From an optimization exercise on the open Yosys and OpenROAD flow, aimed at small area; shortcuts taken in it are not production practice. Where RTL was checked, it was by simulation tests only, not by an equivalence proof against the original. The clock port is modelled as an ideal driver, which makes a skipped or thinned clock tree look cheaper than it is; a real chip needs a root buffer or a tree. Power and IR drop assume default switching activity.

==> flow/design.v (excerpt) <==
module FPAdder(
  input             clk,
  input      [31:0] A_56,
  input      [31:0] B_56,
  output reg [31:0] sum_56
);
  wire        sA = A_56[31];
  wire        sB = B_56[31];
  wire  [7:0] eA = A_56[30:23];
  wire  [7:0] eB = B_56[30:23];
  wire [22:0] mA = A_56[22:0];
  wire [22:0] mB = B_56[22:0];
  wire  [8:0] dsum   = {1'b0, eA} + {1'b0, ~eB};
  wire        larger = dsum[8];
  wire  [7:0] amt    = dsum[7:0] ^ {8{~larger}};
  wire [22:0] ms1    = larger ? {1'b0, mB[22:1]} : mA;
  wire [22:0] sh     = (|amt[7:5]) ? 23'd0 : (ms1 >> amt[4:0]);
  wire [22:0] ml     = larger ? mA : mB;
  wire  [7:0] el     = larger ? eA : eB;
  wire        sL     = larger ? sA : sB;
  wire        op     = sA ^ sB;
  wire        eqe    = eA == eB;
  wire        byp    = (A_56 == 32'd0) | (B_56 == 32'd0);
  wire        sg     = byp ? (sA | sB) : (op ? sL : sA);
  wire        f      = ~byp & op & eqe;
  wire [22:0] mlx    = ml ^ {23{op}};
  ...
==> module FPAdder_norm, before the edit <==
module FPAdder_norm(
  input  [23:0] t,
  input   [7:0] e,
  input         sign,
  input         byp,
  output [31:0] res
);
  wire        keep = byp | (~t[23] & t[22]);
  wire        dec  = ~keep & ~t[23];
  wire        inc  = ~keep & t[23];
  wire  [8:0] ci, bi;
  assign ci[0] = inc;
  assign bi[0] = dec;
  genvar k;
  generate
    for (k = 0; k < 8; k = k + 1) begin : eadj
      assign ci[k+1] = ci[k] &  e[k];
      assign bi[k+1] = bi[k] & ~e[k];
    end
  endgenerate
  wire  [7:0] eo   = e ^ ci[7:0] ^ bi[7:0];
  reg  [22:0] mo;
  always @(*) begin
    if (keep)
      mo = t[22:0];
    else if (t[23])
      mo = t[23:1];
    else
      mo = {t[21:0], 1'b0};
  end
  assign res = {sign, eo, mo};
endmodule
clock: 4.0 ns
lec_check: 0
cap_margin: 20
core_margin: 2
core_utilization: 40
gpl_timing_driven: 0
place_density: 0.8
slew_margin: 20
synth_hierarchical: 1
standard.sh (not shown) runs the stock make flow with config.mk's settings and CLKGATE_MAP_FILE= SYNTH_SCRIPT=/design/flow/synth_recipe.tcl, a recipe that flattens the netlist after the stock synthesis.
==> flow/flow/run.sh <==
#!/bin/bash
# Layout flow: the standard ORFS flow (standard.sh) with these changes:
#  - synthesis keeps the design's modules (SYNTH_HIERARCHICAL 1; all registers
#    are in the top module) and maps each module's logic with its own ABC
#    script (flow/abc_modules.tcl); the rest of synthesis (register mapping,
#    flattening, renaming) is the standard synthesis script, unchanged;
#  - the port buffers are plain buf_1 cells;
#  - clock tree synthesis uses clkbuf_8 cells and no dummy loads, and its leaf
#    level is then rebuilt as six clkbuf_16 buffers, each driving an equal,
#    compact group of registers (flow/merge_cts.tcl); the root buffer drives
#    the six, so every register sees the same two buffers.
# Each tool's output goes to the ORFS logs under orfs/logs/; make's own output
# to flow_make*.log and the clock tree step's to clock_leaves.log, here.
set -euo pipefail
here=$(pwd)
results=$here/orfs/results/sky130hd/FPAdder/base
# ORFS's synth.tcl with its abc call replaced by flow/abc_modules.tcl
sed 's|^  log_cmd abc {\*}\$abc_args$|  source '"$here"'/flow/abc_modules.tcl|' \
  "$FLOW_HOME/scripts/synth.tcl" > "$here/synth_area.tcl"
grep -q "flow/abc_modules.tcl" "$here/synth_area.tcl"
# The standard flow's synthesis script, sourcing the copy above
sed 's|source \$::env(SCRIPTS_DIR)/synth.tcl|source '"$here"'/synth_area.tcl|' \
  synth_recipe.tcl > "$here/synth_recipe_area.tcl"
grep -q "synth_area.tcl" "$here/synth_recipe_area.tcl"
args=("SYNTH_SCRIPT=$here/synth_recipe_area.tcl"
  "BUFFER_PORTS_ARGS=-buffer_cell sky130_fd_sc_hd__buf_1"
  "CTS_ARGS=-sink_clustering_enable -repair_clock_nets -dont_use_dummy_load -buf_list sky130_fd_sc_hd__clkbuf_8")
bash standard.sh "${args[@]}" cts > flow_make_cts.log 2>&1
cat > "$here/clock_leaves.tcl" <<EOT
source $here/flow/merge_cts.tcl
read_db $results/4_cts.odb
merge_clock_leaves 2 3 sky130_fd_sc_hd__clkbuf_16 sky130_fd_sc_hd__clkbuf_8
detailed_placement
check_placement -verbose
write_db $results/4_cts.odb
EOT
openroad -no_init -exit "$here/clock_leaves.tcl" > clock_leaves.log 2>&1
bash standard.sh "${args[@]}" finish > flow_make.log 2>&1
Other scripts of this flow, unchanged in this note and not shown: flow/flow/abc.script, flow/flow/abc_add.script, flow/flow/abc_modules.tcl, flow/flow/abc_norm.script, flow/flow/merge_cts.tcl
Next try:
--- a/flow/design.v
+++ b/flow/design.v
@@ -149,19 +149,9 @@
 );
   wire        keep = byp | (~t[23] & t[22]);
   wire        dec  = ~keep & ~t[23];
   wire        inc  = ~keep & t[23];
-  wire  [8:0] ci, bi;
-  assign ci[0] = inc;
-  assign bi[0] = dec;
-  genvar k;
-  generate
-    for (k = 0; k < 8; k = k + 1) begin : eadj
-      assign ci[k+1] = ci[k] &  e[k];
-      assign bi[k+1] = bi[k] & ~e[k];
-    end
-  endgenerate
-  wire  [7:0] eo   = e ^ ci[7:0] ^ bi[7:0];
+  wire  [7:0] eo   = e + {{7{dec}}, inc | dec};
   reg  [22:0] mo;
   always @(*) begin
     if (keep)
       mo = t[22:0];
Outcome: Clock power falls by about 2%; global-route usage is higher by 1.6 points; design area climbs by 0.42%; non-clock buffer count does not change; utilization barely changes; power is higher by 5.1%; sequential power grows by about 3%; die area climbs by 0.39%; flip-flop and latch count does not change.

* * *

## main
Another version of the RTL of FPAdder (not shown whole).
Size: roughly 97 I/O pins.
==> module FPAdder, before the edit <==
module FPAdder(
  input             clk,
  input      [31:0] A_56,
  input      [31:0] B_56,
  output reg [31:0] sum_56
);
  wire        sA = A_56[31];
  wire        sB = B_56[31];
  wire  [7:0] eA = A_56[30:23];
  wire  [7:0] eB = B_56[30:23];
  wire [22:0] mA = A_56[22:0];
  wire [22:0] mB = B_56[22:0];
  wire  [8:0] dsum   = {1'b0, eA} + {1'b0, ~eB};
  wire        larger = dsum[8];
  wire  [7:0] amt    = dsum[7:0] ^ {8{~larger}};
  wire [22:0] ms1    = larger ? {1'b0, mB[22:1]} : mA;
  wire [22:0] sl0 = ms1;
  wire [22:0] sl1 = amt[0] ? (sl0 >> 1) : sl0;
  wire [22:0] sl2 = amt[1] ? (sl1 >> 2) : sl1;
  wire [22:0] sl3 = amt[2] ? (sl2 >> 4) : sl2;
  wire [22:0] sl4 = amt[3] ? (sl3 >> 8) : sl3;
  wire [22:0] sl5 = amt[4] ? (sl4 >> 16) : sl4;
  wire [22:0] sh     = (|amt[7:5]) ? 23'd0 : sl5;
  wire [22:0] ml     = larger ? mA : mB;
  wire  [7:0] el     = larger ? eA : eB;
  wire        sL     = larger ? sA : sB;
  wire        op     = sA ^ sB;
  wire        eqe    = eA == eB;
  wire        byp    = (A_56 == 32'd0) | (B_56 == 32'd0);
  wire        sg     = byp ? (sA | sB) : (op ? sL : sA);
  wire        f      = ~byp & op & eqe;
  wire [22:0] mlx    = ml ^ {23{op}};
  reg  [22:0] r1_ml, r1_sh;
  reg   [7:0] r1_e;
  reg         r1_sg, r1_f, r1_op, r1_byp;
  always @(posedge clk) begin
    r1_ml  <= mlx;
    r1_sh  <= sh;
    r1_e   <= el;
    r1_sg  <= sg;
    r1_f   <= f;
    r1_op  <= op;
    r1_byp <= byp;
  end
  wire [22:0] p  = r1_ml ^ r1_sh;
  wire [22:0] g  = r1_ml & r1_sh;
  wire [22:0] G, P;              
  genvar i;
  generate
    for (i = 0; i < 23; i = i + 1) begin : pfx
      if (i == 0) begin : b0
        assign G[0] = g[0];
        assign P[0] = p[0];
      end else begin : bi
        assign G[i] = g[i] | (p[i] & G[i-1]);
        assign P[i] = p[i] & P[i-1];
      end
    end
  endgenerate
  wire        c   = G[22];
  wire        cin = r1_op & c;
  wire [22:0] cy  = {G[21:0] | (P[21:0] & {22{cin}}), cin};
  wire [22:0] z   = p ^ cy;
  wire        inv = r1_op & ~c;
  wire [23:0] t   = {~r1_op & c, z ^ {23{inv}}};
  wire        gt   = ~c & ~P[22];
  wire        lt   = c;
  wire        sign = r1_f ? (r1_sg ? gt : lt) : r1_sg;
  reg  [23:0] r2_t;
  reg   [7:0] r2_e;
  reg         r2_sign, r2_byp;
  always @(posedge clk) begin
    r2_t    <= t;
    r2_e    <= r1_e;
    r2_sign <= sign;
    r2_byp  <= r1_byp;
  end
  wire        keep = r2_byp | (~r2_t[23] & r2_t[22]);
  wire        dec  = ~keep & ~r2_t[23];
  wire        inc  = ~keep & r2_t[23];
  wire  [7:0] eo   = r2_e + {{7{dec}}, inc | dec};
  reg  [22:0] mo;
  always @(*) begin
    if (keep)
      mo = r2_t[22:0];
    else if (r2_t[23])
      mo = r2_t[23:1];
    else
      mo = {r2_t[21:0], 1'b0};
  end
  wire [31:0] res = {r2_sign, eo, mo};
  reg [31:0] r3, r4;
  always @(posedge clk) begin
    r3     <= res;
    r4     <= r3;
    sum_56 <= r4;
  end
endmodule
export LEC_CHECK = 0
export CAP_MARGIN = 20
export CORE_MARGIN = 2
export CORE_UTILIZATION = 40
export CTS_BUF_LIST = sky130_fd_sc_hd__clkbuf_8
export CTS_CLUSTER_DIAMETER = 100
export CTS_CLUSTER_SIZE = 40
export GPL_TIMING_DRIVEN = 0
export SLEW_MARGIN = 20
create_clock -name core_clock -period 4.0 [get_ports {clk}]
==> flow/flow/run.sh <==
#!/bin/bash
# Layout flow: the standard ORFS flow (standard.sh) with two changes:
#  - synthesis maps the logic with the ABC script flow/abc.script; the rest of
#    synthesis (register mapping, flattening, renaming) is the standard
#    synthesis script, unchanged;
#  - the port buffers are plain buf_1 cells.
# Each tool's output goes to the ORFS logs under orfs/logs/; make's own output
# to flow_make.log here.
set -euo pipefail
here=$(pwd)
# ORFS's synth.tcl with only the ABC script replaced
sed 's|^source \$::env(SCRIPTS_DIR)/synth_preamble.tcl$|&\nset abc_args [lreplace $abc_args 1 1 '"$here"'/flow/abc.script]|' \
  "$FLOW_HOME/scripts/synth.tcl" > "$here/synth_area.tcl"
grep -q "flow/abc.script" "$here/synth_area.tcl"
# The standard flow's synthesis script, sourcing the copy above
sed 's|source \$::env(SCRIPTS_DIR)/synth.tcl|source '"$here"'/synth_area.tcl|' \
  synth_recipe.tcl > "$here/synth_recipe_area.tcl"
grep -q "synth_area.tcl" "$here/synth_recipe_area.tcl"
bash standard.sh "SYNTH_SCRIPT=$here/synth_recipe_area.tcl" \
  "BUFFER_PORTS_ARGS=-buffer_cell sky130_fd_sc_hd__buf_1" \
  "CTS_ARGS=-sink_clustering_enable -repair_clock_nets -dont_use_dummy_load -sink_clustering_size 30 -sink_clustering_max_diameter 100 -buf_list sky130_fd_sc_hd__clkbuf_8" finish > flow_make.log 2>&1
==> flow/flow/abc.script <==
&get -n
&st
&dch
&nf -R 50
&st
&syn2
&if -g -K 6
&synch2
&nf -R 50
&st
&syn2
&if -g -K 6
&synch2
&nf -R 50
&st
&syn2
&if -g -K 6
&synch2
&nf -R 50
&st
&syn2
&if -g -K 6
&synch2
&nf -R 50
&st
&syn2
&if -g -K 6
&synch2
&nf -R 50
&put
buffer -c
topo
stime -c
upsize -c
dnsize -c
#### Input delta (the feature branch over main)
--- a/flow/design.v
+++ b/flow/design.v
@@ -14,13 +14,7 @@
   wire        larger = dsum[8];
   wire  [7:0] amt    = dsum[7:0] ^ {8{~larger}};
   wire [22:0] ms1    = larger ? {1'b0, mB[22:1]} : mA;
-  wire [22:0] sl0 = ms1;
-  wire [22:0] sl1 = amt[0] ? (sl0 >> 1) : sl0;
-  wire [22:0] sl2 = amt[1] ? (sl1 >> 2) : sl1;
-  wire [22:0] sl3 = amt[2] ? (sl2 >> 4) : sl2;
-  wire [22:0] sl4 = amt[3] ? (sl3 >> 8) : sl3;
-  wire [22:0] sl5 = amt[4] ? (sl4 >> 16) : sl4;
-  wire [22:0] sh     = (|amt[7:5]) ? 23'd0 : sl5;
+  wire [22:0] sh     = (|amt[7:5]) ? 23'd0 : (ms1 >> amt[4:0]);
   wire [22:0] ml     = larger ? mA : mB;
   wire  [7:0] el     = larger ? eA : eB;
   wire        sL     = larger ? sA : sB;
[summary]
- Critical path depth ends up higher on main.
- The feature branch against main: iteration-0 DRC count of the detailed router up about 20%; area taken by multi-input logic gates climbed about 0.8%; met3 global-route usage ~0 delta; post-synth design cell area shows an increase of 65 um^2.
- In the feature branch, static leakage power is higher than in main.
- Endpoint of the worst setup timing path: r1_sh[2] -> the feature branch, r1_sh[0] -> main
- Relative to main, the feature branch degrades first-pass GRT wire length.
- Routed via count divided by cell count: main vs the feature branch, no meaningful difference
- In the feature branch, area after detailed placement is higher than in main.
For main, only the layout was checked, not whether the RTL still works.

-- re-timing with driven ports --
The flow's constraints put no driver on any port. The routed layouts listed below were extracted and timed again, unchanged, in two steps.
Step 1: set_driving_cell puts a clkbuf_16 on clk and a buf_2 on each other input, an assumption about the parent block.
Step 2 adds t to the input delays and takes it off the output delays; t is the mean of the earliest and latest rising clock arrival at the registers after step 1. Input paths then give back, and output paths get back, about the clock's delay inside the block.
a / b / c = ideal ports / drivers / drivers and shift; a / b = the first two.
| run | t, ns | setup slack, ns | hold slack, ns | worst register clock-pin slew, ns | worst slew at a driven data input, ns |
|---|---|---|---|---|---|
| the first run of note 1 | 0.448 | 0.338 / 0.338 / -0.001 | 0.328 / 0.328 / 0.328 | 0.11 / 0.11 | 0.05 |
| the second run of note 1 | 0.436 | 0.270 / 0.277 / -0.160 | 0.332 / 0.332 / 0.332 | 0.11 / 0.11 | 0.06 |
| main | 0.462 | 0.173 / 0.184 / -0.278 | 0.299 / 0.299 / 0.299 | 0.11 / 0.11 | 0.05 |
| the feature branch | 0.455 | 0.113 / 0.126 / -0.329 | 0.295 / 0.295 / 0.295 | 0.11 / 0.11 | 0.04 |
With both steps, setup timing fails in every run listed, where it was met with ideal ports. For main, which loses most, drivers alone change the setup slack by +0.011 ns; drivers and shift together by -0.451 ns.
